Context: an optimization exercise on an open-source flow, tuned for small area, a short achievable clock period and few clock cycles. The choices shown serve that exercise and are no tape-out recipe.
In this exercise RTL edits were held to simulation tests only and were not proved equivalent to the original.
Power is estimated from default activity; no workload was simulated.

[flow/run.sh]
#!/bin/bash
# The standard layout (the standard.sh: standard synthesis, ORFS floorplan to finish)
# with two choices of cells changed:
#  - every input and output port still gets its own buffer, but a plain buf_2 instead of
#    the delay cell (clkdlybuf4s50_1) that buffer_ports picks by default;
#  - clock tree synthesis as ORFS runs it, without dummy loads.
set -euo pipefail
bash standard.sh SETUP_SLACK_MARGIN=6.5 \
  "BUFFER_PORTS_ARGS=-buffer_cell sky130_fd_sc_hd__buf_2" \
  "CTS_ARGS=-sink_clustering_enable -repair_clock_nets -dont_use_dummy_load" \
  finish > flow_make.log 2>&1
[standard.sh]
#!/bin/bash
# synth_recipe.tcl (not shown) runs the flow's synth.tcl, then flattens the netlist and writes it again
# the make line also repeats each setting of config.mk as NAME=value (left out here)
make -C /OpenROAD-flow-scripts/flow DESIGN_CONFIG=/design/flow/config.mk WORK_HOME=/design/flow/orfs CLKGATE_MAP_FILE= SYNTH_SCRIPT=/design/flow/synth_recipe.tcl "${@:-finish}"
[config.mk]
export PLATFORM = sky130hd
export DESIGN_NAME = proc
export DESIGN_NICKNAME = proc
export VERILOG_FILES = /design/flow/design.v
export SDC_FILE = /design/flow/constraint.sdc
export NUM_CORES = 4
export LEC_CHECK = 0
export CAP_MARGIN = 20
export CORE_MARGIN = 2
export CORE_UTILIZATION = 40
export PLACE_DENSITY = 0.6
export SLEW_MARGIN = 20
[constraint.sdc]
create_clock -name core_clock -period 12.0 [get_ports {clk}]
set_input_delay 2.4000 -clock core_clock [delete_from_list [all_inputs] [get_ports {clk}]]
set_output_delay 2.4000 -clock core_clock [all_outputs]
set_load 0.01 [all_outputs]
[design.v]
module proc (
   imem_addr, dmem_addr, dmem_wdata, dmem_we, halted,
   clk, rst, imem_data, dmem_rdata
   );
   input clk;
   input rst;
   input [15:0] imem_data;
   input [15:0] dmem_rdata;
   output [15:0] imem_addr;
   output [15:0] dmem_addr;
   output [15:0] dmem_wdata;
   output dmem_we;
   output halted;
   reg [15:0] ir;       
   reg [7:0]  sa, sb;   
   reg        spc;      
   reg        v;        
   reg        hf;       
   reg        sub;      
   reg        use_b;    
   reg [15:0] pcn;      
   reg [15:0] r0, r1, r2, r3, r4, r5, r6, r7;
   wire [4:0] op = ir[15:11];
   wire [2:0] rs = ir[10:8];
   wire [2:0] rt = ir[7:5];
   wire [2:0] rd = ir[4:2];
   wire is_halt  = (op == 5'b00000);
   wire is_link  = (op[4:1] == 4'b0011);                   
   wire is_br    = (op[4:2] == 3'b011);
   wire is_alui  = (op[4:2] == 3'b010);                    
   wire is_shi   = (op[4:2] == 3'b101);                    
   wire is_st    = (op == 5'b10000);
   wire is_ld    = (op == 5'b10001);
   wire is_slbi  = (op == 5'b10010);
   wire is_stu   = (op == 5'b10011);
   wire is_lbi   = (op == 5'b11000);
   wire is_btr   = (op == 5'b11001);
   wire is_shr   = (op == 5'b11010);
   wire is_arr   = (op == 5'b11011);
   wire is_set   = (op[4:2] == 3'b111);
   wire [15:0] a = ({16{spc}} & pcn) | ({16{sa[0]}} & r0) | ({16{sa[1]}} & r1) | ({16{sa[2]}} & r2) | ({16{sa[3]}} & r3)
                 | ({16{sa[4]}} & r4) | ({16{sa[5]}} & r5) | ({16{sa[6]}} & r6) | ({16{sa[7]}} & r7);
   wire [15:0] b = ({16{sb[0]}} & r0) | ({16{sb[1]}} & r1) | ({16{sb[2]}} & r2) | ({16{sb[3]}} & r3)
                 | ({16{sb[4]}} & r4) | ({16{sb[5]}} & r5) | ({16{sb[6]}} & r6) | ({16{sb[7]}} & r7);
   wire [15:0] sext5 = {{11{ir[4]}}, ir[4:0]};
   wire [15:0] sext8 = {{8{ir[7]}}, ir[7:0]};
   wire [15:0] imm = (op[4:2] == 3'b001) ? (op[0] ? {8'h00, ir[7:0]} : {{5{ir[10]}}, ir[10:0]})
                   : (op[4:2] == 3'b011) ? sext8 : sext5;
   wire [15:0] y = use_b ? b : imm;
   wire [15:0] x = a ^ {16{sub}};
   wire [15:0] p = x ^ y;
   wire [15:0] g = x & y;
   wire [15:0] g0 = {g[15:1], g[0] | (p[0] & sub)};
   wire [15:0] p0 = p;
   wire [15:0] g1, p1, g2, p2, g3, p3, g4, p4;
   genvar gi;
   generate for (gi = 0; gi < 16; gi = gi + 1) begin : g_pfx
      if (gi % 2 == 1) begin : l1a
         assign g1[gi] = g0[gi] | (p0[gi] & g0[gi - 1]);
         assign p1[gi] = p0[gi] & p0[gi - 1];
      end else begin : l1b
         assign g1[gi] = g0[gi]; assign p1[gi] = p0[gi];
      end
      if (gi % 4 >= 2) begin : l2a
         assign g2[gi] = g1[gi] | (p1[gi] & g1[gi - (gi % 4) + 1]);
         assign p2[gi] = p1[gi] & p1[gi - (gi % 4) + 1];
      end else begin : l2b
         assign g2[gi] = g1[gi]; assign p2[gi] = p1[gi];
      end
      if (gi % 8 >= 4) begin : l3a
         assign g3[gi] = g2[gi] | (p2[gi] & g2[gi - (gi % 8) + 3]);
         assign p3[gi] = p2[gi] & p2[gi - (gi % 8) + 3];
      end else begin : l3b
         assign g3[gi] = g2[gi]; assign p3[gi] = p2[gi];
      end
      if (gi >= 8) begin : l4a
         assign g4[gi] = g3[gi] | (p3[gi] & g3[7]);
         assign p4[gi] = p3[gi] & p3[7];
      end else begin : l4b
         assign g4[gi] = g3[gi]; assign p4[gi] = p3[gi];
      end
   end endgenerate
   wire [15:0] carry = {g4[14:0], sub};                    
   wire [15:0] sum = p ^ carry;
   wire cout = g4[15];
   wire eq  = &p;                                          
   wire ovf = (a[15] ^ b[15]) & (sum[15] ^ b[15]);         
   wire le  = ~(sum[15] ^ ovf);                            
   reg set_r;
   always @(*) begin
      case (op[1:0])
        2'b00: set_r = eq;
        2'b01: set_r = le & ~eq;
        2'b10: set_r = le;
        default: set_r = cout;
      endcase
   end
   wire [1:0] shop = is_shi ? op[1:0] : ir[1:0];          
   wire [3:0] amt  = is_shi ? ir[3:0] : b[3:0];
   wire left = ~shop[1];
   wire [3:0] ramt = left ? (4'd0 - amt) : amt;
   wire [15:0] s1 = ramt[0] ? {a[0], a[15:1]} : a;
   wire [15:0] s2 = ramt[1] ? {s1[1:0], s1[15:2]} : s1;
   wire [15:0] s3 = ramt[2] ? {s2[3:0], s2[15:4]} : s2;
   wire [15:0] s4 = ramt[3] ? {s3[7:0], s3[15:8]} : s3;
   wire [15:0] mask_r = 16'hFFFF >> amt;
   wire [15:0] mask_l = 16'hFFFF << amt;
   wire [15:0] mask = ~shop[0] ? 16'hFFFF : (left ? mask_l : mask_r);
   wire [15:0] shift_r = s4 & mask;
   wire [15:0] arev;
   generate for (gi = 0; gi < 16; gi = gi + 1) begin : g_rev
      assign arev[gi] = a[15 - gi];
   end endgenerate
   wire lxor = is_alui ? ~op[0] : ~ir[0];
   wire [15:0] logic_r = lxor ? p : (p & a);
   wire sel_sum = (is_alui & ~op[1]) | is_stu | (is_arr & ~ir[1]);
   wire sel_log = (is_alui & op[1]) | (is_arr & ir[1]);
   wire sel_sh  = is_shi | is_shr;
   wire [15:0] wdata = ({16{sel_sum}} & sum)
                     | ({16{sel_log}} & logic_r)
                     | ({16{sel_sh}}  & shift_r)
                     | {15'h0000, is_set & set_r}
                     | ({16{is_btr}}  & arev)
                     | ({16{is_slbi}} & {a[7:0], ir[7:0]})
                     | ({16{is_lbi}}  & sext8)
                     | ({16{is_ld}}   & dmem_rdata)
                     | ({16{is_link}} & pcn);
   wire act = v & ~hf;
   wire wen = act & (is_alui | is_shi | is_ld | is_slbi | is_stu | op[4:3] == 2'b11 | is_link);
   reg [2:0] wsel;
   always @(*) begin
      if (is_link) wsel = 3'd7;
      else if (is_alui | is_shi | is_ld) wsel = rt;
      else if (is_stu | is_slbi | is_lbi) wsel = rs;
      else wsel = rd;
   end
   wire [15:0] wd = rst ? 16'h0000 : wdata;
   wire [7:0] wdec = 8'b1 << wsel;
   wire [7:0] we = {8{rst}} | ({8{wen}} & wdec);
   always @(posedge clk) begin
      if (we[0]) r0 <= wd;
      if (we[1]) r1 <= wd;
      if (we[2]) r2 <= wd;
      if (we[3]) r3 <= wd;
      if (we[4]) r4 <= wd;
      if (we[5]) r5 <= wd;
      if (we[6]) r6 <= wd;
      if (we[7]) r7 <= wd;
   end
   assign dmem_addr  = sum;
   assign dmem_wdata = b;
   assign dmem_we    = act & (is_st | is_stu);
   wire bz = ~|b;
   reg bcond;
   always @(*) begin
      case (op[1:0])
        2'b00: bcond = bz;
        2'b01: bcond = ~bz;
        2'b10: bcond = b[15];
        default: bcond = ~b[15];
      endcase
   end
   wire take = v & ((op[4:2] == 3'b001) | (is_br & bcond));
   assign imem_addr = take ? sum : pcn;
   always @(posedge clk) begin
      if (rst) begin
         v   <= 1'b0;
         hf  <= 1'b0;
         pcn <= 16'h0000;
      end else begin
         v   <= 1'b1;
         hf  <= hf | (v & is_halt);
         pcn <= imem_addr + 16'd2;
      end
   end
   always @(posedge clk) begin
      ir <= imem_data;
      spc <= (imem_data[15:13] == 3'b011) | (imem_data[15:13] == 3'b001 && !imem_data[11]);
      sa <= ((imem_data[15:13] == 3'b011) | (imem_data[15:13] == 3'b001 && !imem_data[11])) ? 8'h00 : 8'b1 << imem_data[10:8];
      sb <= 8'b1 << ((imem_data[15:13] == 3'b011) ? imem_data[10:8] : imem_data[7:5]);
      sub <= (imem_data[15:11] == 5'b01001) | (imem_data[15:11] == 5'b11011 && imem_data[1:0] == 2'b01)
           | (imem_data[15:13] == 3'b111 && imem_data[12:11] != 2'b11);
      use_b <= imem_data[15] & imem_data[14];
   end
   assign halted = hf | (v & is_halt);
endmodule
==> out/metrics.cfg, run 1 <==
[logic_synthesis]
synth_enable_flop_cells = 128
synth_nets = 1150
yosys_warnings = 1
syn_area_per_cell_um2 = 10.1
ys_ff_latch = 181
ys_seq_area_share_pct = 44.4
async_flop_share_pct = 0
synth_cells = 1092
synthFlopType = edfxtp_1
syn_area_um2 = 11100
synthDistinctLibCells = 71

[floorplanning]
chipWidth_um = 170
die_area_um2 = 29000
rows = 60
io_pins = 84
initial_core_util_pct = 40.9
die_h_um = 170
coreArea_um2 = 27000

[drt]
post-route-drc-count = 0
firstDrtPassIters = 9
totalWireLength_mm = 44.9
drt_iter0_drc = 1824
wire_per_inst_um = 28.4
num_vias = 10800
ant_nets = 0
viasPerCell = 6.81

[clocking]
worstSkewPairLatency_ps = 430
cts_max_level = 4
root_buffer = clkbuf_16
cts_tree = yes
holdBufCountCts = 0
numCtsBuffers = 17
path_clk_slew_ps = 70
cts.sinks = 181
clockBufferDepth = 2

[timing]
finalCritPeriodShare_pct = 53.1
max_slew_margin_pct = 22.6
finClkSkew_ps = 23.1
hold_viol = 0
period_needed_ps = 6370
worst_slew_pin_slew_ps = 1150
setup_tns_ps = 0
maxSlewViolCount = 0
fmax_ghz = 0.157
rsz0062_at_grt = true
setup_violations = 0
hold_ws_ps = 573

[global_route]
overflow = 0
grt_pass1_wl_mm = 64.5
grt_use_total_pct = 30.5
grt_max_degree = 38
antenna_found_initial = 0
grt_pass1_vias = 10000

[final_layout]
diodes = 0
final_nets = 1302
drive_gt1_share_pct = 28.8
fillers = 2412
area_growth_pct = 25.4

[worst_setup_path]
cp_max_fo = 8
arrival_ps = 3970
worst-setup-path-type = reg -> out
start_kind = flip-flop
endpoint_kind = output port
crit_required_ps = 9600

[placement]
hpwl_mm = 30.6
gp_congestion = 0.950
port_buffers = 83

[min_path]
hold_path.class = reg -> reg

[run_status]
outcome = finished clean

[power]
internal-power_mw = 1.45
p_sw_uw = 854
switching_share_pct = 37.0
powerDensity_nw_per_um2 = 166
p_leak_nw = 5.35
peakVddDrop_uv = 95.0
seqPwrFrac_pct = 35.6
pwr-share-clk_pct = 19.5
power.share.combinational_pct = 44.9

[job]
cap_violations = 0

-- per-layer routing --
metal,global-route usage (%),vias to the layer above,part of all wire (%)
li1,-,4577,-
met1,41.3,5138,39
met2,44.3,902,41
met3,9.40,164,14
met4,14.8,0,6.1
met5,0,-,0
-- sequential cells by signal, summed over array words and instances, names as in the netlist, 8 cells and up --
name  count
r2       16
r0       16
r3       16
r6       16
pcn      16
sb        8
sa        8
r7       16
ir       16
r4       16
r1       16
r5       16
-- through the flow --
| stage | utilization (%) | std cells | setup slack (ps) | instance area, um^2 | power (mW) |
|---|---|---|---|---|---|
| finish | 51.3 | 1583 | 5630 | 13900 | 2.31 |
| global route | 51.3 | 1583 | 5520 | 13900 | 2.39 |
| CTS | 49.4 | 1554 | 5710 | 13300 | 2.16 |
| detailed placement | 43.9 | 1453 | 5300 | 11900 | 1.57 |
| global placement | 43.9 | 1453 | 5340 | 11900 | 1.58 |
| floorplan | - | 1092 | 6380 | 11300 | 1.31 |
-- synthesized netlist by cell type (24+ instances only) --
cell | count | share of area, %
xnor2_1 | 35 | 2.8
o21ai_0 | 44 | 2.0
nand4_1 | 24 | 1.4
nand3_1 | 34 | 1.5
nand2_1 | 77 | 2.6
clkbuf_1 | 64 | 2.2
dfxtp_1 | 53 | 9.6
mux2i_1 | 65 | 5.9
a22oi_1 | 90 | 6.1
edfxtp_1 | 128 | 35
mux2_2 | 25 | 2.5
a21oi_1 | 47 | 2.1
a222oi_1 | 24 | 2.2
nor2_1 | 63 | 2.1
inv_1 | 29 | 0.98
a221oi_1 | 26 | 2.1
-- layout by cell type, fill, tap and decap left out, types with 8 or more instances in the layout --
master     count
dfxtp_1       34
a221oi_1      16
a211oi_1      15
mux2_2        18
a22oi_1       89
nor3_1        13
clkbuf_16     17
nand2_1       75
nor2b_1       13
edfxtp_1     128
mux2i_1       63
buf_6         43
nand2b_1      10
buf_2         68
a221oi_4       9
a21o_1        16
inv_1         24
nand3_1       32
o21ai_1        8
a31oi_1       12
nor4_1        12
dfxtp_4       13
ha_1          16
nor2_1        61
xnor2_1       30
o22ai_1       12
buf_4         96
nand4_1       24
a22o_1         9
a222oi_1      24
a21oi_1       41
o21ai_0       32
-- cells by family (layout without fill, tap and decap cells) --
kind of cell / count (synthesis) / count (layout) / synth area share, %
AOI/OAI and AO/OA: 347 / 347 / 22.6
and+or+nand+nor: 292 / 293 / 13.1
DFF: 181 / 181 / 44.4
buffers and inverters: 109 / 257 / 4.11
muxes: 93 / 94 / 9.04
xor gates and xnor gates: 46 / 46 / 3.78
adders and majority gates: 24 / 24 / 2.99
-- worst max-delay path, cell delays in order, from the launching register on --
cell and delay [ps]:
dfxtp_4 370, buf_8 140, a222oi_1 430, nand3_1 210
a221oi_4 340, xnor2_1 130, ha_1 360, nand4_1 180
a21oi_2 240, or2_4 190, inv_6 50, fa_2 380
xnor2_4 150, mux2_4 270, buf_6 120
-- path summary, 6_finish.rpt --
| check | from | slack [ps] | endpoint | cells after the start |
|---|---|---|---|---|
| worst min-delay path | hf | 570 | hf | 2 |
| worst max-delay path | sa[0] | 5630 | imem_addr[9] | 14 |
| worst min register to register | hf | 570 | hf | 2 |
| worst max register to register | sa[0] | 6400 | r0[0] | 33 |
-- power groups by stage --
stage | sequential [mW] | combinational (mW) | clock, mW
2_1_floorplan | 0.785 | 0.530 | 0
3_3_place_gp | 0.833 | 0.743 | 0
3_5_place_dp | 0.831 | 0.742 | 0
4_1_cts | 0.816 | 0.888 | 0.454
5_1_grt | 0.824 | 1.08 | 0.480
6_report | 0.822 | 1.03 | 0.449
-- area by class of cell --
type,count,area (um^2),area share [%]
multi-input cells,804,6320,45.6
flip-flops and latches,181,4960,35.8
repair buffers,211,1620,11.7
well taps,341,427,3.08
clock buffers,17,425,3.07
inverters,29,114,0.821
-- what timing repair did --
item | in CTS | in global routing
gates cloned | 1 | 1
buffers inserted | 83 | 28
gates resized for setup | 100 | 65
pin swaps | 26 | 26
endpoints found under the setup margin | 31 | 46
Testbench counts, summed over its fixed seeds: cycles 36,069.
==> run 2: changes to the inputs <==
--- a/flow/run.sh
+++ b/flow/run.sh
@@ -7,3 +7,3 @@
 set -euo pipefail
-bash standard.sh SETUP_SLACK_MARGIN=6.5 \
+bash standard.sh SETUP_SLACK_MARGIN=7.5 \
   "BUFFER_PORTS_ARGS=-buffer_cell sky130_fd_sc_hd__buf_2" \
==> run 2 against run 1 <==
  * Largest cell class unchanged
  * Non-clock buffer count rose by 3
  * Final cell count is 0.19% higher
  * Register-to-register slack better by 1100 ps
  * Critical path depth unchanged
  * Largest power group unchanged
  * First-iteration DRC count up 8.5%
  * Synthesized cell count unchanged
  * Critical path type unchanged
  * Die area did not move
  * Clock power barely moved
  * Worst setup slack better by 100 ps
  * Clock skew rose by 7.9 ps
  * Worst hold slack got worse by 5.6 ps
==> out/metrics.cfg, run 2 <==
[run_status]
outcome = finished clean

[worst_setup_path]
cp_max_fo = 5
endpoint_kind = output port
crit_required_ps = 9600
worst-setup-path-type = reg -> out
start_kind = flip-flop
arrival_ps = 3870

[drt]
wire_per_inst_um = 28.2
totalWireLength_mm = 44.7
post-route-drc-count = 0
firstDrtPassIters = 9
drt_iter0_drc = 1979
num_vias = 10800
ant_nets = 0
viasPerCell = 6.78

[logic_synthesis]
netlist.area_leader.share_pct = 34.8
synthFlopType = edfxtp_1
ys_ff_latch = 181
async_flop_share_pct = 0
synth_compound_area_share_pct = 22.6
yosys_warnings = 1
synth_common_cells = edfxtp_1, a22oi_1, nand2_1
syn_area_um2 = 11100
synth_area_leaders = edfxtp_1, dfxtp_1, a22oi_1, mux2i_1, xnor2_1
synth_mux_area_share_pct = 9.04
synth_cells = 1092
synth_top_family_by_area = compound AO/OA/AOI/OAI gates
synth_xor_area_share_pct = 3.78
syn_area_per_cell_um2 = 10.1
yosys.area.top_type = edfxtp_1
ys_seq_area_share_pct = 44.4
synth_fa_ha_area_share_pct = 2.99
synthDistinctLibCells = 71
synth_enable_flop_cells = 128
synth_most_common_cell = edfxtp_1
synthSimpleGateAreaFrac_pct = 13.1
synth_nets = 1150

[timing]
hold_viol = 0
setup_tns_ps = 0
worst_slew_pin_slew_ps = 1060
fmax_ghz = 0.159
rsz0062_at_grt = true
maxSlewViolCount = 0
fin_ws_ps = 5730
finClkSkew_ps = 31.0
setup_violations = 0
finalCritPeriodShare_pct = 52.3
period_needed_ps = 6270
max_slew_margin_pct = 29.1

[global_route]
grtUsageMet3_pct = 7.70
grt_pass1_vias = 9855
grt_use_met2_pct = 45.0
grt_use_total_pct = 30.5
top_usage_layer = met2
grtUsageMet1_pct = 42.3
grt_max_degree = 38
overflow = 0
antenna_found_initial = 0
grt_pass1_wl_mm = 64.7

[power]
p_leak_nw = 5.40
power_mw = 2.37
powerDensity_nw_per_um2 = 168
peakVddDrop_uv = 99.0

[final_layout]
area_growth_pct = 27.3
final_area_um2 = 14100
diodes = 0
mostFrequentLayoutCells = edfxtp_1, buf_4, a22oi_1, nand2_1, mux2i_1
final_nets = 1305
utilization_pct = 52.1
layout_commonest_cell = edfxtp_1
drive_gt1_share_pct = 31.7
fillers = 2363

[clocking]
cts.sinks = 181
worstSkewPairLatency_ps = 440
root_buffer = clkbuf_16
cts_tree = yes
clockBufferDepth = 2
path_clk_slew_ps = 70
cts_max_level = 4
numCtsBuffers = 17

[floorplanning]
io_pins = 84
die_h_um = 170
chipWidth_um = 170
die_area_um2 = 29000
rows = 60
coreArea_um2 = 27000
initial_core_util_pct = 40.9

[placement]
port_buffers = 83
hpwl_mm = 30.4
place_area_um2 = 11900
place_ws_ps = 5610
gp_congestion = 1.02

[min_path]
hold_path.class = reg -> reg

[job]
cap_violations = 0

[run 2: cell counts after synthesis]
Identical to the previous run, type by type.
[run 2: repair_timing]
| item | CTS | global route |
|---|---|---|
| endpoints found under the hold margin | 0 | 0 |
| cloned | 2 | 0 |
| gates resized for setup | 108 | 63 |
| hold buffers | 0 | 0 |
| pin swaps | 22 | 30 |
| setup buffers | 86 | 31 |
| setup endpoints to repair | 174 | 119 |
[run 2: final timing paths]
check        start           end  slack (ps)  depth (start not counted)
min             hf            hf         570                          2
max          r0[1]  imem_addr[9]        5730                         14
max reg2reg  r7[0]       pcn[15]        7490                         18
min reg2reg     hf            hf         570                          2
[run 2: logic make-up (layout without fill, tap and decap cells)]
family / count (synthesis) / after routing
AO/OA/AOI/OAI: 347 / 347
XOR/XNOR: 46 / 46
adder cells (fa/ha/maj): 24 / 24
buffers and inverters: 109 / 260
flip-flops: 181 / 181
multiplexers: 93 / 94
AND/OR/NAND/NOR: 292 / 293
[run 2: metal layers]
layer / share of wire [%] / wire [um]
met4: 5.8 / 2590
met1: 40 / 17800
met3: 13 / 5620
met2: 42 / 18600
met5: 0 / 0
[run 2: layout make-up]
class	count	area [um^2]	area share, %
clock buffer	17	425	3.02
inverter	29	116	0.827
multi-input combinational	804	6510	46.2
timing repair buffer	214	1620	11.5
sequential	181	4970	35.3
tap	341	427	3.03
[run 2: worst max-delay path, stage by stage, from the launching register on]
cell and delay, ps:
edfxtp_1 420, a222oi_1 370, nand3_2 130, a221oi_4 310, xnor2_2 180, inv_2 60, fa_2 370, nand3b_1 240
a21oi_2 210, or2_4 170, inv_6 40, fa_2 380, xnor2_4 150, mux2_4 280, buf_6 120
[run 2: stage by stage]
step,hold slack [ps],instances
after global placement,556,1450
after CTS,572,1555
after floorplan,511,1092
final,568,1586
after global routing,630,1586
after detailed placement,553,1450
[run 2: report_power, final]
| group | total [mW] | switching (mW) | internal [mW] |
|---|---|---|---|
| Combinational | 1.09 | 0.599 | 0.494 |
| Sequential | 0.822 | 0.0748 | 0.747 |
| Clock | 0.452 | 0.205 | 0.246 |
| Total | 2.37 | 0.879 | 1.49 |
==> run 3: changes to the inputs <==
--- a/flow/run.sh
+++ b/flow/run.sh
@@ -7,3 +7,3 @@
 set -euo pipefail
-bash standard.sh SETUP_SLACK_MARGIN=7.5 \
+bash standard.sh \
   "BUFFER_PORTS_ARGS=-buffer_cell sky130_fd_sc_hd__buf_2" \
--- a/config.mk
+++ b/config.mk
@@ -9,4 +9,5 @@
 export CORE_MARGIN = 2
-export CORE_UTILIZATION = 40
-export PLACE_DENSITY = 0.6
+export CORE_UTILIZATION = 65
+export PLACE_DENSITY = 0.75
+export SETUP_SLACK_MARGIN = 5
 export SLEW_MARGIN = 20
==> run 3 against run 2 <==
  * Clock power up 0.9%
  * Clock-buffer cell count unchanged
  * Critical endpoint unchanged
  * Routed wire length down 10%
==> out/metrics.cfg, run 3 <==
[run_status]
outcome = finished clean

[power]
power_mw = 2.02
powerDensity_nw_per_um2 = 166
peakVddDrop_uv = 108
p_leak_nw = 4.61

[logic_synthesis]
yosys.area.top_type = edfxtp_1
async_flop_share_pct = 0
synthDistinctLibCells = 71
synth_cells = 1092
synth_fa_ha_area_share_pct = 2.99
synthFlopType = edfxtp_1
synth_mux_area_share_pct = 9.04
synth_nets = 1150
synth_xor_area_share_pct = 3.78
synth_most_common_cell = edfxtp_1
yosys_warnings = 1
synthSimpleGateAreaFrac_pct = 13.1
synth_compound_area_share_pct = 22.6
ys_ff_latch = 181
synth_common_cells = edfxtp_1, a22oi_1, nand2_1
netlist.area_leader.share_pct = 34.8
syn_area_per_cell_um2 = 10.1
synth_area_leaders = edfxtp_1, dfxtp_1, a22oi_1, mux2i_1, xnor2_1
synth_enable_flop_cells = 128
ys_seq_area_share_pct = 44.4
syn_area_um2 = 11100
synth_top_family_by_area = compound AO/OA/AOI/OAI gates

[clocking]
holdBufCountCts = 0
path_clk_slew_ps = 60
cts_tree = yes
cts_max_level = 4
clockBufferDepth = 2
numCtsBuffers = 17
worstSkewPairLatency_ps = 440
cts.sinks = 181
root_buffer = clkbuf_16

[drt]
viasPerCell = 7.70
num_vias = 10400
ant_nets = 0
firstDrtPassIters = 13
wire_per_inst_um = 29.6
post-route-drc-count = 0
drt_iter0_drc = 2199
totalWireLength_mm = 40.0

[timing]
worst_slew_pin_slew_ps = 1150
setup_violations = 0
fin_ws_ps = 5130
period_needed_ps = 6870
fmax_ghz = 0.146
setup_tns_ps = 0
maxSlewViolCount = 0
rsz0062_at_grt = false
finClkSkew_ps = 27.5
finalCritPeriodShare_pct = 57.2
max_slew_margin_pct = 22.5
hold_viol = 0

[worst_setup_path]
start_kind = flip-flop
endpoint_kind = output port
crit_end = imem_addr[9]
crit_start = sa[4]
rr_endpoint = r5[11]
arrival_ps = 4470
worst-setup-path-type = reg -> out
cp_max_fo = 16
reg2reg_depth = 13
r2r_start = sb[2]
crit_required_ps = 9600
r2r_setup_slack_ps = 6670

[global_route]
grtUsageMet3_pct = 13.5
grt_pass1_vias = 9628
overflow = 0
top_usage_layer = met2
grtUsageMet1_pct = 56.4
grt_pass1_wl_mm = 58.4
antenna_found_initial = 1
grt_max_degree = 38
grt_use_total_pct = 43.9
grt_use_met2_pct = 65.9

[final_layout]
register_area_um2 = 4920
multiInputGateArea_um2 = 5850
mostFrequentLayoutCells = edfxtp_1, a22oi_1, buf_2, nand2_1, mux2i_1
area_growth_pct = 9.90
fillers = 1217
layout_commonest_cell = edfxtp_1
utilization_pct = 73.3
final_nets = 1192
drive_gt1_share_pct = 16.5

[floorplanning]
initial_core_util_pct = 66.7
io_pins = 84
coreArea_um2 = 16600
die_h_um = 134
rows = 47
die_area_um2 = 18100
chipWidth_um = 134

[placement]
place_ws_ps = 4950
hpwl_mm = 28.0
gp_congestion = 1.06
port_buffers = 83

[min_path]
min_path_cells = 2
hold_path.class = reg -> reg

[job]
cap_violations = 0

==> run 3: power breakdown <==
part	switching, mW	internal, mW
Sequential	0.0757	0.748
Combinational	0.468	0.271
Clock	0.210	0.246
Total	0.754	1.27
==> run 3: worst min-delay path by stage <==
stage / start / to
2_1_floorplan: pcn[11] / pcn[11]
3_3_place_gp: hf / hf
3_5_place_dp: hf / hf
4_1_cts: hf / hf
5_1_grt: hf / hf
6_report: hf / hf
==> run 3: kinds of logic (layout without fill, tap and decap cells) <==
group           count (synthesis)  in the layout
compound gates                347            347
simple gates                  292            292
flops                         181            181
buf+inv                       109            149
mux                            93             93
xor+xnor                       46             46
fa+ha+maj                      24             24
other cells                     0              1
==> run 3: worst max-delay path: stages, from the launching register on <==
cell and delay, ps:
dfxtp_1 550, a222oi_1 340, nand3_1 130, a221oi_1 310, buf_4 200, a21oi_1 90, fa_1 480, nand3b_1 240
a21oi_2 230, or2_1 230, inv_1 160, fa_1 480, xnor2_2 190, mux2_2 270, buf_2 140
==> run 3: per-stage QoR <==
| step | cells | hold WS, ps | instance area [um^2] |
|---|---|---|---|
| finish | 1353 | 556 | 12200 |
| global route | 1352 | 569 | 12100 |
| global placement | 1332 | 543 | 11500 |
| floorplan | 1092 | 511 | 11100 |
| detailed placement | 1332 | 541 | 11500 |
| CTS | 1349 | 556 | 12100 |
==> run 3: per-layer routing <==
| metal | part of all wire [%] | up-vias | wire length, um |
|---|---|---|---|
| met5 | 0 | - | 0 |
| met3 | 15 | 245 | 5940 |
| met2 | 43 | 943 | 17300 |
| met4 | 7.4 | 0 | 2960 |
| li1 | - | 4354 | - |
| met1 | 35 | 4871 | 13800 |
==> run 3: repair_timing <==
item,CTS,global route
hold endpoints to repair,0,0
setup endpoints to repair,11,8
buffers inserted,0,3
resized for setup,23,8
==> run 3: final cells by class <==
class / count / area share [%]
multi-input cells: 802 / 48.1
flip-flops and latches: 181 / 40.5
repair buffers: 103 / 4.65
clock buffers: 17 / 3.50
well taps: 220 / 2.27
inverters: 29 / 0.896
diodes: 1 / 0.0206
==> run 4: changes to the inputs <==
--- a/flow/run.sh
+++ b/flow/run.sh
@@ -9,3 +9,3 @@
   "BUFFER_PORTS_ARGS=-buffer_cell sky130_fd_sc_hd__buf_2" \
-  "CTS_ARGS=-sink_clustering_enable -repair_clock_nets -dont_use_dummy_load" \
+  "CTS_ARGS=-sink_clustering_enable -repair_clock_nets -dont_use_dummy_load -buf_list sky130_fd_sc_hd__clkbuf_8 -sink_clustering_size 30" \
   finish > flow_make.log 2>&1
--- a/config.mk
+++ b/config.mk
@@ -9,4 +9,4 @@
 export CORE_MARGIN = 2
-export CORE_UTILIZATION = 65
-export PLACE_DENSITY = 0.75
+export CORE_UTILIZATION = 40
+export PLACE_DENSITY = 0.6
 export SETUP_SLACK_MARGIN = 5
==> run 4 against run 3 <==
  * Sequential power is essentially flat
  * Highest routed layer unchanged
  * Fmax is 1.1% lower
  * Power fell by 5.1%
  * Worst hold slack gained 14 ps
  * Non-clock buffer count up 5
  * Final cell count is 9.2% higher
  * Register-to-register slack worse by 90 ps
==> out/metrics.cfg, run 4 <==
[final_layout]
drive_gt1_share_pct = 16.3
final_cells = 1478
final_nets = 1197
layout_commonest_cell = edfxtp_1
area_growth_pct = 9.18
mostFrequentLayoutCells = edfxtp_1, a22oi_1, buf_2, nand2_1, mux2i_1
final_area_um2 = 12100
diodes = 0

[logic_synthesis]
synthSimpleGateAreaFrac_pct = 13.1
yosys_warnings = 1
synth_enable_flop_cells = 128
synth_mux_area_share_pct = 9.04
netlist.area_leader.share_pct = 34.8
ys_ff_latch = 181
synthFlopType = edfxtp_1
async_flop_share_pct = 0
yosys.area.top_type = edfxtp_1
synth_compound_area_share_pct = 22.6
synth_nets = 1150
synth_xor_area_share_pct = 3.78
synth_top_family_by_area = compound AO/OA/AOI/OAI gates
syn_area_um2 = 11100
synth_common_cells = edfxtp_1, a22oi_1, nand2_1
synth_cells = 1092
synth_fa_ha_area_share_pct = 2.99
ys_seq_area_share_pct = 44.4
synth_area_leaders = edfxtp_1, dfxtp_1, a22oi_1, mux2i_1, xnor2_1
synthDistinctLibCells = 71
syn_area_per_cell_um2 = 10.1
synth_most_common_cell = edfxtp_1

[global_route]
grt_pass1_vias = 9355
grt_max_degree = 38
grt_pass1_wl_mm = 61.7
grt_use_total_pct = 29.3
antenna_found_initial = 0
overflow = 0

[power]
seqPwrFrac_pct = 42.9
peakVddDrop_uv = 69.9
power.share.combinational_pct = 39.8
internal-power_mw = 1.15
p_leak_nw = 4.52
pwr-share-clk_pct = 17.3
switching_share_pct = 40.1
powerDensity_nw_per_um2 = 159
p_sw_uw = 769

[timing]
hold_viol = 0
worst_slew_pin_slew_ps = 1040
max_slew_margin_pct = 29.3
rsz0062_at_grt = true
finalCritPeriodShare_pct = 57.8
finClkSkew_ps = 46.4
setup_tns_ps = 0
fin_ws_ps = 5060
period_needed_ps = 6940
fmax_ghz = 0.144
maxSlewViolCount = 0
setup_violations = 0

[floorplanning]
rows = 60
io_pins = 84
coreArea_um2 = 27000
chipWidth_um = 170
die_h_um = 170
initial_core_util_pct = 40.9
die_area_um2 = 29000

[worst_setup_path]
worst-setup-path-type = reg -> out
cp_max_fo = 16
slowest_stage = dfxtp_1
cpPeakStageDelay_ps = 840
start_kind = flip-flop
reg2reg_depth = 13
arrival_ps = 4540
crit_required_ps = 9600
crit_chain = a22oi_1 -> nand4_1 -> mux2_2 -> inv_1 -> fa_1 -> nand3b_1 -> a21oi_4 -> or2_1 -> inv_1 -> fa_1 -> xnor2_4 -> mux2_2 -> buf_2
endpoint_kind = output port

[placement]
gp_congestion = 1.05
numPlacedInstances = 1458
port_buffers = 83
hpwl_mm = 31.0
place_area_um2 = 11700
place_ws_ps = 4960

[job]
cap_violations = 0

[clocking]
cts_max_level = 4
cts.sinks = 181
worstSkewPairLatency_ps = 500
root_buffer = clkbuf_8
numCtsBuffers = 17
path_clk_slew_ps = 100
clockBufferDepth = 2
cts_tree = yes

[drt]
totalWireLength_mm = 42.8
ant_nets = 0
firstDrtPassIters = 10
drt_iter0_drc = 1819
num_vias = 10100
wire_per_inst_um = 28.9
post-route-drc-count = 0
met3_length_mm = 5.10
drt-met1-wl_mm = 17.0
wl_met2_mm = 18.6
viasPerCell = 6.84
top_layer = met4

[min_path]
hold_path.class = reg -> reg
min_path_cells = 2

[run_status]
outcome = finished clean

run 4: cell types whose count changed in the layout (fill, tap and decap cells not counted), moves of 2 or more:
cell       change
clkbuf_16     -17
dfxtp_2        -2
clkbuf_8      +17
a221oi_2       -2
a221oi_4       -5
a221oi_1       +7
dfxtp_1        +3
buf_4          +5
run 4: layout make-up:
cell class	instances	area, um^2
Fill cell	2595	15000
Multi-Input combinational cell	802	5780
Sequential cell	181	4920
Timing Repair Buffer	108	603
Tap cell	341	427
Clock buffer	17	234
Inverter	29	109
run 4: what timing repair did:
action	CTS	global route
setup buffers	0	3
hold buffers	0	0
resized for setup	13	6
setup endpoints to repair	4	10
pin swaps	0	0
run 4: kinds of logic (layout without fill, tap and decap cells):
| family | after synthesis | in the layout |
|---|---|---|
| AO/OA/AOI/OAI | 347 | 347 |
| AND/OR/NAND/NOR | 292 | 292 |
| flip-flops | 181 | 181 |
| buffers and inverters | 109 | 154 |
| multiplexers | 93 | 93 |
| XOR/XNOR | 46 | 46 |
| adder cells (fa/ha/maj) | 24 | 24 |
run 4: per-layer routing:
metal / GRT usage (%) / vias up
li1: - / 4365
met1: 39.5 / 4843
met2: 45.2 / 752
met3: 6.42 / 147
met4: 13.0 / 0
met5: 0 / -
run 4: worst paths after layout:
| kind | to | start | slack, ps |
|---|---|---|---|
| max | imem_addr[9] | sb[5] | 5060 |
| min | hf | hf | 570 |
| max reg2reg | r4[11] | sb[3] | 6580 |
| min reg2reg | hf | hf | 570 |
run 4: critical path, delay by kind of cell, from the launching register on:
| kind | cells | cell delay (ps) |
|---|---|---|
| fa+ha+maj | 2 | 950 |
| xor+xnor | 1 | 190 |
| buf+inv | 3 | 350 |
| simple gates | 3 | 800 |
| mux | 2 | 520 |
| flops | 1 | 840 |
| compound gates | 2 | 420 |
run 4: stage by stage:
step,power [mW],utilization (%),hold slack [ps]
after floorplan,1.28,-,511
after CTS,1.88,44.4,579
final,1.92,44.7,570
after detailed placement,1.55,43.4,555
after global routing,1.99,44.7,594
after global placement,1.55,43.4,551
run 4: power by group through the flow:
stage | registers, mW | clock network (mW) | logic (mW)
2_1_floorplan | 0.783 | 0 | 0.496
3_3_place_gp | 0.832 | 0 | 0.720
3_5_place_dp | 0.830 | 0 | 0.723
4_1_cts | 0.816 | 0.333 | 0.733
5_1_grt | 0.825 | 0.356 | 0.812
6_report | 0.822 | 0.331 | 0.763
==> run 5: changes to the inputs <==
--- a/flow/run.sh
+++ b/flow/run.sh
@@ -9,3 +9,3 @@
   "BUFFER_PORTS_ARGS=-buffer_cell sky130_fd_sc_hd__buf_2" \
-  "CTS_ARGS=-sink_clustering_enable -repair_clock_nets -dont_use_dummy_load -buf_list sky130_fd_sc_hd__clkbuf_8 -sink_clustering_size 30" \
+  "CTS_ARGS=-sink_clustering_enable -repair_clock_nets -dont_use_dummy_load -buf_list sky130_fd_sc_hd__clkbuf_8 -sink_clustering_size 20" \
   finish > flow_make.log 2>&1
--- a/config.mk
+++ b/config.mk
@@ -7,2 +7,3 @@
 export LEC_CHECK = 0
+export ABC_AREA = 1
 export CAP_MARGIN = 20
==> run 5 against run 4 <==
  * Die area increased by 2.4%
  * Critical path depth increased by 5
  * Synthesized cell count increased by 37%
  * Design area increased by 2.4%
  * Global-route usage increased by 0.48 points
  * Clock-buffer cell count unchanged
  * Fmax increased by 1.9%
  * Power decreased by 3.8%
  * Combinational power decreased by 6.8%
  * Final cell count increased by 31%
  * Worst hold slack got worse by 77 ps
==> out/metrics.cfg, run 5 <==
[logic_synthesis]
yosys_warnings = 1
synth_nets = 1557
synth_most_common_cell = nand2_1
synthFlopType = edfxtp_1
synth_enable_flop_cells = 128
async_flop_share_pct = 0
synth_common_cells = nand2_1, inv_1, edfxtp_1
synthDistinctLibCells = 57
syn_area_per_cell_um2 = 7.56
ys_seq_area_share_pct = 43.3
ys_ff_latch = 181
netlist.area_leader.share_pct = 33.9
synth_area_leaders = edfxtp_1, nand2_1, dfxtp_1, inv_1, o21ai_0
yosys.area.top_type = edfxtp_1
syn_area_um2 = 11300
synth_cells = 1499

[drt]
num_vias = 11100
post-route-drc-count = 0
ant_nets = 0
wire_per_inst_um = 22.7
viasPerCell = 5.69
firstDrtPassIters = 7
drt_iter0_drc = 1160
totalWireLength_mm = 44.0

[timing]
max_slew_margin_pct = 26.0
period_needed_ps = 6810
worst_slew_pin_slew_ps = 1110
maxSlewViolCount = 0
fmax_ghz = 0.147
hold_ws_ps = 493
finalCritPeriodShare_pct = 56.8
setup_tns_ps = 0
hold_viol = 0
finClkSkew_ps = 44.7
setup_violations = 0
rsz0062_at_grt = true

[worst_setup_path]
crit_family = compound AO/OA/AOI/OAI gates
start_kind = flip-flop
cpPeakStageDelay_ps = 590
worst-setup-path-type = reg -> out
critical_path_buf_inv_count = 2
slowest_stage = nor2_1
cp_max_fo = 16
crit_chain = nand2_1 -> nand2_1 -> a221oi_1 -> nand3_1 -> nor2_1 -> xor2_1 -> ha_1 -> a21o_1 -> a21oi_1 -> o21bai_1 -> a21boi_0 -> nand2_1 -> nand2_1 -> nand2_1 -> xor2_2 -> o21ai_1 -> inv_1 -> buf_2
endpoint_kind = output port
cpMostUsedCell = nand2_1
crit_required_ps = 9600
arrival_ps = 4410

[clocking]
root_buffer = clkbuf_8
cts.sinks = 181
cts_max_level = 4
path_clk_slew_ps = 100
holdBufCountCts = 0
cts_tree = yes
worstSkewPairLatency_ps = 480
numCtsBuffers = 17
clockBufferDepth = 2

[global_route]
grt_max_degree = 24
grt_pass1_wl_mm = 63.4
overflow = 0
top_usage_layer = met2
antenna_found_initial = 0
grt_pass1_vias = 10100
grt_use_total_pct = 29.8
grtUsageMet1_pct = 41.4
grt_use_met2_pct = 44.7
grtUsageMet3_pct = 6.82

[power]
internal-power_mw = 1.09
powerDensity_nw_per_um2 = 149
p_sw_uw = 759
seqPwrFrac_pct = 44.0
power_mw = 1.84
p_leak_nw = 5.44
switching_share_pct = 41.2
peakVddDrop_uv = 75.5
power.share.combinational_pct = 38.5
pwr-share-clk_pct = 17.4

[floorplanning]
die_area_um2 = 29700
coreArea_um2 = 27900
die_h_um = 172
io_pins = 84
rows = 61
chipWidth_um = 172
initial_core_util_pct = 40.7

[placement]
hpwl_mm = 34.8
gp_congestion = 0.994
numPlacedInstances = 1916
port_buffers = 83

[run_status]
outcome = finished clean

[final_layout]
layout_commonest_cell = nand2_1
drive_gt1_share_pct = 12.9
mostFrequentLayoutCells = nand2_1, inv_1, edfxtp_1, nor2_1, o21ai_0
fillers = 2851
diodes = 0
multiInputGateArea_um2 = 5610
area_growth_pct = 9.05
final_nets = 1624
final_cells = 1942
register_area_um2 = 4930

[min_path]
hold_path.class = reg -> reg

[job]
cap_violations = 0

run 5: cell count changes in the layout (fill, tap and decap cells not counted), moves of 24 or more:
cell and change:
a222oi_1 -24, a21oi_1 +26, xnor2_1 -30, mux2_2 -25, mux2i_1 -58, inv_1 +105, nand2_1 +467, o21ai_0 +45
nor2_1 +43, nand3_1 +35, a22oi_1 -87
run 5: what timing repair did:
item	4_1_cts	5_1_grt
setup endpoints to repair	4	6
gates resized for setup	10	18
pin swaps	1	4
buffers inserted	1	8
run 5: through the flow:
| step | setup WS, ps | instance area (um^2) | utilization [%] |
|---|---|---|---|
| detailed placement | 5240 | 12000 | 43.1 |
| finish | 5190 | 12400 | 44.4 |
| global placement | 5430 | 12000 | 43.0 |
| CTS | 5050 | 12300 | 44.0 |
| global route | 4990 | 12400 | 44.4 |
| floorplan | 6000 | 11300 | - |
run 5: area by class of cell:
type / instances / share of cell area (%)
Multi-Input combinational cell: 1119 / 45.4
Sequential cell: 181 / 39.9
Inverter: 143 / 4.34
Clock buffer: 17 / 1.89
Tap cell: 378 / 3.83
Timing Repair Buffer: 104 / 4.67
run 5: final timing paths:
path | cells after the start | start | to | slack (ps)
setup / recovery | 18 | sa[0] | imem_addr[15] | 5190
hold / removal | 2 | hf | hf | 490
setup reg to reg | 18 | r4[0] | r0[7] | 6750
hold reg to reg | 2 | hf | hf | 490
run 5: cell families after synthesis:
family	Yosys count	synth area share [%]
flops	181	43.3
compound gates	257	13.4
simple gates	807	30.0
xor+xnor	25	2.00
fa+ha+maj	24	2.91
buf+inv	199	7.93
mux	6	0.530
run 5: tightest hold or removal path, stage by stage (launching register included):
cell	delay [ps]
dfxtp_1	310
inv_1	80
a21oi_1	70
run 5: per-layer routing:
layer  wire length (um)  vias up
li1                   -     5104
met1              18800     5178
met5                  0        -
met2              18800      661
met4               1830        0
met3               4530      107
run 5: power by group through the flow:
stage / clock network (mW) / logic [mW] / registers [mW]
after floorplan: 0 / 0.448 / 0.786
after global placement: 0 / 0.670 / 0.824
after detailed placement: 0 / 0.676 / 0.821
after CTS: 0.324 / 0.679 / 0.809
after global routing: 0.347 / 0.767 / 0.818
final: 0.321 / 0.711 / 0.812
==> run 6: changes to the inputs <==
--- a/config.mk
+++ b/config.mk
@@ -7,3 +7,2 @@
 export LEC_CHECK = 0
-export ABC_AREA = 1
 export CAP_MARGIN = 20
==> run 6 against run 5 <==
  * Still clean
  * Fmax fell by 1.8%
  * Via count fell by 8.5%
  * Sequential cell count did not move
  * Global-route usage fell by 0.48 points
  * Synthesized area fell by 2.4%
  * Routed wire length fell by 2.8%
  * Largest cell class unchanged
==> out/metrics.cfg, run 6 <==
[run_status]
outcome = finished clean

[timing]
rsz0062_at_grt = true
finClkSkew_ps = 46.4
max_slew_margin_pct = 29.3
worst_slew_pin_slew_ps = 1040
maxSlewViolCount = 0
fmax_ghz = 0.144
period_needed_ps = 6940
setup_tns_ps = 0
hold_viol = 0
setup_violations = 0
finalCritPeriodShare_pct = 57.8

[drt]
viasPerCell = 6.84
totalWireLength_mm = 42.8
post-route-drc-count = 0
ant_nets = 0
firstDrtPassIters = 10
drt_iter0_drc = 1819
wire_per_inst_um = 28.9
num_vias = 10100

[power]
powerDensity_nw_per_um2 = 159
power.share.combinational_pct = 39.8
peakVddDrop_uv = 69.9
power_mw = 1.92
p_leak_nw = 4.52
pwr-share-clk_pct = 17.3
internal-power_mw = 1.15
switching_share_pct = 40.1
p_sw_uw = 769
seqPwrFrac_pct = 42.9

[worst_setup_path]
crit_end = imem_addr[9]
rr_endpoint = r4[11]
crit_required_ps = 9600
reg2reg_depth = 13
cpPeakStageDelay_ps = 840
crit_chain = a22oi_1 -> nand4_1 -> mux2_2 -> inv_1 -> fa_1 -> nand3b_1 -> a21oi_4 -> or2_1 -> inv_1 -> fa_1 -> xnor2_4 -> mux2_2 -> buf_2
cp_max_fo = 16
crit_start = sb[5]
r2r_setup_slack_ps = 6580
r2r_start = sb[3]
worst-setup-path-type = reg -> out
slowest_stage = dfxtp_1
start_kind = flip-flop
endpoint_kind = output port
arrival_ps = 4540

[clocking]
worstSkewPairLatency_ps = 500
cts.sinks = 181
holdBufCountCts = 0
path_clk_slew_ps = 100
numCtsBuffers = 17
cts_tree = yes
clockBufferDepth = 2
root_buffer = clkbuf_8
cts_max_level = 4

[placement]
gp_congestion = 1.05
hpwl_mm = 31.0
numPlacedInstances = 1458
place_area_um2 = 11700
port_buffers = 83

[global_route]
grt_max_degree = 38
grt_pass1_vias = 9355
grt_pass1_wl_mm = 61.7
grt_use_total_pct = 29.3
overflow = 0
antenna_found_initial = 0

[logic_synthesis]
synth_area_leaders = edfxtp_1, dfxtp_1, a22oi_1, mux2i_1, xnor2_1
synth_cells = 1092
synthFlopType = edfxtp_1
synthDistinctLibCells = 71
ys_ff_latch = 181
synth_most_common_cell = edfxtp_1
synth_common_cells = edfxtp_1, a22oi_1, nand2_1
yosys.area.top_type = edfxtp_1
netlist.area_leader.share_pct = 34.8
synth_enable_flop_cells = 128
syn_area_per_cell_um2 = 10.1
yosys_warnings = 1
synth_nets = 1150
syn_area_um2 = 11100
async_flop_share_pct = 0
ys_seq_area_share_pct = 44.4

[floorplanning]
die_h_um = 170
chipWidth_um = 170
io_pins = 84
die_area_um2 = 29000
rows = 60
initial_core_util_pct = 40.9
coreArea_um2 = 27000

[final_layout]
diodes = 0
final_area_um2 = 12100
multiInputGateArea_um2 = 5780
area_growth_pct = 9.18
utilization_pct = 44.7
drive_gt1_share_pct = 16.3
layout_commonest_cell = edfxtp_1
register_area_um2 = 4920
final_cells = 1478
fillers = 2595
mostFrequentLayoutCells = edfxtp_1, a22oi_1, buf_2, nand2_1, mux2i_1
final_nets = 1197

[min_path]
hold_path.class = reg -> reg

[job]
cap_violations = 0

-- run 6: worst max-delay path: cells and delay by family (launching register included) --
family	cells	cell delay, ps
buffers and inverters	3	350
adders and majority gates	2	950
and+or+nand+nor	3	800
DFF	1	840
xor gates and xnor gates	1	190
muxes	2	520
AOI/OAI and AO/OA	2	420
-- run 6: area by class of cell --
class	instances	share of cell area [%]
Tap cell	341	3.53
Inverter	29	0.902
Clock buffer	17	1.94
Sequential cell	181	40.7
Multi-Input combinational cell	802	47.9
Timing Repair Buffer	108	5.00
-- run 6: kinds of logic after synthesis --
logic type	Yosys count	share of synthesized area [%]
adder cells (fa/ha/maj)	24	2.99
AND/OR/NAND/NOR	292	13.1
multiplexers	93	9.04
AO/OA/AOI/OAI	347	22.6
buffers and inverters	109	4.11
XOR/XNOR	46	3.78
flip-flops	181	44.4
-- run 6: how the worst min path moves through the flow --
stage | slack, ps | cells past startpoint | endpoint | from
after floorplan | 510 | 1 | pcn[11] | pcn[11]
after global placement | 550 | 2 | hf | hf
after detailed placement | 550 | 2 | hf | hf
after CTS | 580 | 2 | hf | hf
after global routing | 590 | 2 | hf | hf
final | 570 | 2 | hf | hf
-- run 6: per-stage QoR --
step                      setup slack, ps  hold slack [ps]
after floorplan                      5650              511
after global placement               5110              551
after detailed placement             4960              555
after CTS                            5020              579
after global routing                 4910              594
final                                5060              570
-- run 6: routing by layer --
metal / track usage [%] / wire length (um)
met2: 45.2 / 18600
met4: 13.0 / 2070
met3: 6.42 / 5100
met5: 0 / 0
met1: 39.5 / 17000
-- run 6: power groups by stage --
stage,Clock (mW),Combinational [mW],Sequential [mW]
floorplan,0,0.496,0.783
global placement,0,0.720,0.832
detailed placement,0,0.723,0.830
CTS,0.333,0.733,0.816
global route,0.356,0.812,0.825
finish,0.331,0.763,0.822
-- run 6: repair_timing --
action,CTS,global route
gates resized for setup,13,6
setup buffers,0,3
endpoints found under the setup margin,4,10
==> run 7: changes to the inputs <==
--- a/flow/run.sh
+++ b/flow/run.sh
@@ -7,3 +7,3 @@
 set -euo pipefail
-bash standard.sh \
+bash standard.sh SETUP_SLACK_MARGIN=6.5 SKIP_LAST_GASP=1 \
   "BUFFER_PORTS_ARGS=-buffer_cell sky130_fd_sc_hd__buf_2" \
--- a/config.mk
+++ b/config.mk
@@ -11,3 +11,2 @@
 export PLACE_DENSITY = 0.6
-export SETUP_SLACK_MARGIN = 5
 export SLEW_MARGIN = 20
==> run 7 against run 6 <==
  * Clock-buffer cell count unchanged
  * Design area increased by 10%
  * Sequential share of layout area is 3.4 points lower
  * Worst setup slack gained 520 ps
  * First-iteration DRC count increased by 9.3%
  * Sequential cell count did not move
  * Via count increased by 4.5%
  * Combinational power rose by about 30%
  * Critical endpoint unchanged
  * Highest routed layer unchanged
==> out/metrics.cfg, run 7 <==
[timing]
maxSlewViolCount = 0
period_needed_ps = 6420
hold_viol = 0
finClkSkew_ps = 41.4
worst_slew_pin_slew_ps = 1140
setup_violations = 0
fin_ws_ps = 5580
max_slew_margin_pct = 23.0
hold_ws_ps = 582
finalCritPeriodShare_pct = 53.5
rsz0062_at_grt = true
setup_tns_ps = 0
fmax_ghz = 0.156

[clocking]
cts.sinks = 181
cts_tree = yes
path_clk_slew_ps = 100
root_buffer = clkbuf_8
clockBufferDepth = 2
worstSkewPairLatency_ps = 480
holdBufCountCts = 0
numCtsBuffers = 17
cts_max_level = 4

[worst_setup_path]
critical_path_buf_inv_count = 3
crit_chain = a222oi_1 -> nand3_2 -> a221oi_4 -> xnor2_2 -> inv_2 -> fa_2 -> nand3b_1 -> a21oi_2 -> or2_4 -> inv_6 -> fa_2 -> xnor2_4 -> mux2_4 -> buf_6
cpPeakStageDelay_ps = 440
slowest_stage = edfxtp_1
arrival_ps = 4020
crit_required_ps = 9600
crit_family = compound AO/OA/AOI/OAI gates
start_kind = flip-flop
worst-setup-path-type = reg -> out
cpMostUsedCell = fa_2
cp_max_fo = 6
endpoint_kind = output port

[logic_synthesis]
synthDistinctLibCells = 71
synthFlopType = edfxtp_1
synth_nets = 1150
ys_seq_area_share_pct = 44.4
netlist.area_leader.share_pct = 34.8
ys_ff_latch = 181
syn_area_per_cell_um2 = 10.1
synth_area_leaders = edfxtp_1, dfxtp_1, a22oi_1, mux2i_1, xnor2_1
yosys.area.top_type = edfxtp_1
synth_common_cells = edfxtp_1, a22oi_1, nand2_1
async_flop_share_pct = 0
yosys_warnings = 1
synth_most_common_cell = edfxtp_1
syn_area_um2 = 11100
synth_cells = 1092
synth_enable_flop_cells = 128

[floorplanning]
rows = 60
initial_core_util_pct = 40.9
coreArea_um2 = 27000
chipWidth_um = 170
die_area_um2 = 29000
io_pins = 84
die_h_um = 170

[placement]
gp_congestion = 0.950
place_ws_ps = 5300
port_buffers = 83
place_area_um2 = 11900
hpwl_mm = 30.6

[final_layout]
mostFrequentLayoutCells = edfxtp_1, a22oi_1, buf_4, nand2_1, buf_2
final_area_um2 = 13300
layout_commonest_cell = edfxtp_1
drive_gt1_share_pct = 27.0
area_growth_pct = 20.3
diodes = 0
final_nets = 1269

[drt]
ant_nets = 0
viasPerCell = 6.81
totalWireLength_mm = 44.1
num_vias = 10600
firstDrtPassIters = 12
drt_iter0_drc = 1988
post-route-drc-count = 0
wire_per_inst_um = 28.4

[power]
powerDensity_nw_per_um2 = 159
power_mw = 2.12
p_leak_nw = 5.05
peakVddDrop_uv = 73.3

[global_route]
grt_use_total_pct = 29.6
grt_pass1_vias = 9689
grt_pass1_wl_mm = 62.4
antenna_found_initial = 1
grt_max_degree = 38
overflow = 0

[job]
cap_violations = 0

[min_path]
hold_path.class = reg -> reg

[run_status]
outcome = finished clean

-- run 7: cell counts after synthesis --
Identical to the previous run, type by type.
-- run 7: logic make-up after synthesis --
kind of cell / synth area share, %
multiplexers: 9.04
buffers and inverters: 4.11
XOR/XNOR: 3.78
AND/OR/NAND/NOR: 13.1
AO/OA/AOI/OAI: 22.6
adder cells (fa/ha/maj): 2.99
flip-flops: 44.4
-- run 7: area by class of cell --
cell class | count | area, um^2
Sequential cell | 181 | 4970
Multi-Input combinational cell | 805 | 6310
Inverter | 29 | 116
Tap cell | 341 | 427
Timing Repair Buffer | 177 | 1240
Fill cell | 2492 | 13700
Clock buffer | 17 | 234
-- run 7: final timing paths --
kind                from            to  slack [ps]  depth (start not counted)
hold reg to reg       hf            hf         580                          2
setup / recovery   r6[1]  imem_addr[9]        5580                         14
hold / removal        hf            hf         580                          2
setup reg to reg  ir[15]        r7[11]        6940                         12
-- run 7: timing repair --
action,in CTS,in global routing
gates cloned,2,1
resized for setup,66,67
buffers inserted,32,45
pin swaps,12,32
endpoints found under the setup margin,31,38
-- run 7: worst register-to-register path, delay by kind of cell, from the launching register on --
family                   cells  cell delay (ps)
AO/OA/AOI/OAI                3              940
adder cells (fa/ha/maj)      2              570
buffers and inverters        2              370
flip-flops                   1              570
multiplexers                 2             1370
AND/OR/NAND/NOR              3              890
-- run 7: power by group --
part           switching [mW]  internal [mW]  total (mW)
Sequential             0.0730          0.746       0.819
Clock                   0.185          0.125       0.310
Combinational           0.561          0.430       0.991
Total                   0.819           1.30        2.12
-- run 7: per-stage QoR --
| step | instances | utilization, % |
|---|---|---|
| 2_1_floorplan | 1092 | - |
| 3_3_place_gp | 1453 | 43.9 |
| 3_5_place_dp | 1453 | 43.9 |
| 4_1_cts | 1504 | 46.6 |
| 5_1_grt | 1550 | 49.2 |
| 6_report | 1550 | 49.2 |
-- run 7: per-layer routing --
metal  vias to the layer above  wire [um]  GRT usage [%]
met2                       835      18600           42.8
met3                       144       5840           8.49
met5                         -          0              0
li1                       4515          -              -
met1                      5068      17300           40.5
met4                         0       2350           14.5
==> run 8: changes to the inputs <==
==> flow/run.sh (replaced) <==
#!/bin/bash
# The standard layout (the standard.sh: standard synthesis, ORFS floorplan to finish)
# with these changes:
#  - repair_timing aims at a larger setup slack (SETUP_SLACK_MARGIN) at the design's
#    unchanged clock period;
#  - every input and output port still gets its own buffer, a plain buf_2 instead of
#    the delay cell (clkdlybuf4s50_1) that buffer_ports picks by default;
#  - clock tree synthesis as ORFS runs it, without dummy loads.
set -euo pipefail
bash standard.sh SETUP_SLACK_MARGIN=7 ADDER_MAP_FILE= \
  "BUFFER_PORTS_ARGS=-buffer_cell sky130_fd_sc_hd__buf_2" \
  "CTS_ARGS=-sink_clustering_enable -repair_clock_nets -dont_use_dummy_load" \
  finish > flow_make.log 2>&1
--- a/config.mk
+++ b/config.mk
@@ -7,2 +7,3 @@
 export LEC_CHECK = 0
+export ABC_AREA = 1
 export CAP_MARGIN = 20
@@ -12 +13,2 @@
 export SLEW_MARGIN = 20
+export TNS_END_PERCENT = 0
==> run 8 against run 7 <==
  * Still clean
  * Fmax rose by 19%
  * Worst setup slack better by 1000 ps
  * Clock skew down 21 ps
  * Combinational power is 14% lower
  * Worst hold slack got worse by 96 ps
  * Sequential power is 2% lower
  * Critical endpoint is now imem_addr[15]
==> out/metrics.cfg, run 8 <==
[drt]
viasPerCell = 5.70
post-route-drc-count = 0
met3_length_mm = 4.44
firstDrtPassIters = 8
drt-met1-wl_mm = 20.0
ant_nets = 0
wire_per_inst_um = 22.2
num_vias = 12600
wl_met2_mm = 22.2
drt_iter0_drc = 1456
top_layer = met4
totalWireLength_mm = 49.3

[clocking]
numCtsBuffers = 17
root_buffer = clkbuf_16
cts_tree = yes
cts_max_level = 4
cts.sinks = 181
path_clk_slew_ps = 60
holdBufCountCts = 0
worstSkewPairLatency_ps = 440
clockBufferDepth = 2

[timing]
period_needed_ps = 5380
setup_tns_ps = 0
rsz0062_at_grt = true
maxSlewViolCount = 0
worst_slew_pin_slew_ps = 1090
setup_violations = 0
max_slew_margin_pct = 26.1
finClkSkew_ps = 20.1
hold_viol = 0
finalCritPeriodShare_pct = 44.8
fmax_ghz = 0.186

[power]
p_leak_nw = 6.82
internal-power_mw = 1.28
power.share.combinational_pct = 40.4
pwr-share-clk_pct = 21.9
power_mw = 2.12
powerDensity_nw_per_um2 = 145
switching_share_pct = 39.8
peakVddDrop_uv = 79.0
p_sw_uw = 843
seqPwrFrac_pct = 37.7

[floorplanning]
io_pins = 84
coreArea_um2 = 29600
rows = 63
initial_core_util_pct = 40.6
die_h_um = 178
die_area_um2 = 31500
chipWidth_um = 178

[worst_setup_path]
crit_chain = buf_6 -> nand2_2 -> nand3_2 -> nor2_4 -> nand2_4 -> nand2_2 -> nand2_2 -> nand2_2 -> inv_2 -> nor2_4 -> nand2_4 -> nor2_4 -> nand2_2 -> nand2_4 -> nand2_4 -> nand2_4 -> nand2_4 -> nand2_2 -> nand2_2 -> and2_4 -> o21ai_4 -> inv_1 -> buf_2
crit_required_ps = 9600
arrival_ps = 2980
worst-setup-path-type = reg -> out
cpPeakStageDelay_ps = 400
cp_max_fo = 6
cpMostUsedCell = nand2_2
start_kind = flip-flop
endpoint_kind = output port
slowest_stage = dfxtp_4

[final_layout]
fillers = 2968
layout_commonest_cell = nand2_1
area_growth_pct = 21.6
drive_gt1_share_pct = 27.6
mostFrequentLayoutCells = nand2_1, nand3_1, edfxtp_1, inv_1, buf_4
diodes = 0
final_nets = 1864

[logic_synthesis]
yosys.area.top_type = edfxtp_1
async_flop_share_pct = 0
synth_nets = 1694
synthFlopType = edfxtp_1
synth_area_leaders = edfxtp_1, nand2_1, dfxtp_1, nand3_1, inv_1
syn_area_um2 = 12000
ys_ff_latch = 181
synthDistinctLibCells = 62
netlist.area_leader.share_pct = 31.9
yosys_warnings = 1
synth_common_cells = nand2_1, nand3_1, inv_1
synth_most_common_cell = nand2_1
synth_enable_flop_cells = 128
syn_area_per_cell_um2 = 7.26
synth_cells = 1660
ys_seq_area_share_pct = 40.7

[global_route]
grt_pass1_wl_mm = 69.3
grt_use_total_pct = 30.3
grt_max_degree = 25
overflow = 0
antenna_found_initial = 0
grt_pass1_vias = 11500

[min_path]
hold_path.class = reg -> reg

[run_status]
outcome = finished clean

[placement]
hpwl_mm = 35.3
gp_congestion = 1.05
port_buffers = 83

[job]
cap_violations = 0

run 8: final timing paths:
check,start,end,slack (ps),cells past startpoint
worst max-delay path,sa[0],imem_addr[15],6620,23
worst min-delay path,hf,hf,490,2
worst max register to register,sa[1],r6[12],6620,33
worst min register to register,hf,hf,490,2
run 8: layout make-up:
class                      instances  area [um^2]  area share [%]
timing repair buffer             213         1540            10.5
multi-input combinational       1259         6600            45.1
sequential                       181         4970            33.9
clock buffer                      17          425            2.91
inverter                         158          617            4.21
tap                              390          488            3.33
run 8: cell families (layout without fill, tap and decap cells):
group           count (synthesis)  count (layout)  synth area share (%)
compound gates                210             210                  11.6
xor+xnor                        9               9                 0.873
buf+inv                       221             388                  9.26
flops                         181             181                  40.7
simple gates                 1039            1040                  37.5
run 8: layer usage:
layer	global-route usage [%]	up-vias
li1	-	5785
met1	39.8	5988
met2	48.2	715
met3	5.40	144
met4	14.3	0
met5	0	-
run 8: critical path, delay by kind of cell, from the launching register on:
kind / cells / cell delay [ps]
flops: 1 / 400
compound gates: 1 / 160
buf+inv: 4 / 370
simple gates: 18 / 1630
run 8: what timing repair did:
action                     4_1_cts  5_1_grt
pin swaps                       14       60
gates cloned                     0        1
setup buffers                   42       72
setup endpoints to repair       31      108
resized for setup               92      143
run 8: stage by stage:
step                      area (um^2)  std cells  hold WS, ps  util (%)  worst slack, ps
after floorplan                 12000       1660          456         -             7370
after global placement          12600       2086          476      42.5             6170
after detailed placement        12600       2086          483      42.5             6120
after CTS                       13600       2145          492      45.9             6580
after global routing            14600       2218          517      49.4             6480
final                           14600       2218          486      49.4             6620
run 8: power groups by stage:
stage / logic (mW) / clock network (mW) / registers (mW)
floorplan: 0.481 / 0 / 0.782
global placement: 0.699 / 0 / 0.812
detailed placement: 0.694 / 0 / 0.811
CTS: 0.736 / 0.468 / 0.799
global route: 0.916 / 0.489 / 0.804
finish: 0.856 / 0.463 / 0.799

port drivers added, routing unchanged:
In the flow no input, the clock included, has a driving cell. The finished layouts below were timed again as built, in two steps.
Step 1 assumes that a clkbuf_16 drives the clock port and a buf_2 every other input.
Step 2 times the ports against the registers' clock, not the clock port: input delays grow and output delays shrink by t, the midpoint of the rising clock arrivals with the driver on.
a / b / c = no drivers / after step 1 / after step 2; a / b = the first two.
| run | t, ns | slack for setup (ns) | hold slack, ns |
|---|---|---|---|
| run 1 | 0.470 | 5.627 / 5.579 / 6.048 | 0.573 / 0.573 / 0.573 |
| run 2 | 0.471 | 5.729 / 5.681 / 6.151 | 0.568 / 0.568 / 0.568 |
| run 3 | 0.476 | 5.134 / 5.085 / 5.561 | 0.556 / 0.556 / 0.556 |
| run 4 | 0.520 | 5.060 / 5.017 / 5.536 | 0.570 / 0.570 / 0.570 |
| run 5 | 0.494 | 5.188 / 5.150 / 5.644 | 0.493 / 0.493 / 0.493 |
| run 6 | 0.520 | 5.060 / 5.017 / 5.536 | 0.570 / 0.570 / 0.570 |
| run 7 | 0.502 | 5.583 / 5.536 / 6.038 | 0.582 / 0.582 / 0.582 |
| run 8 | 0.479 | 6.619 / 6.568 / 6.621 | 0.486 / 0.486 / 0.486 |
After both steps setup and hold are still met in every run listed.
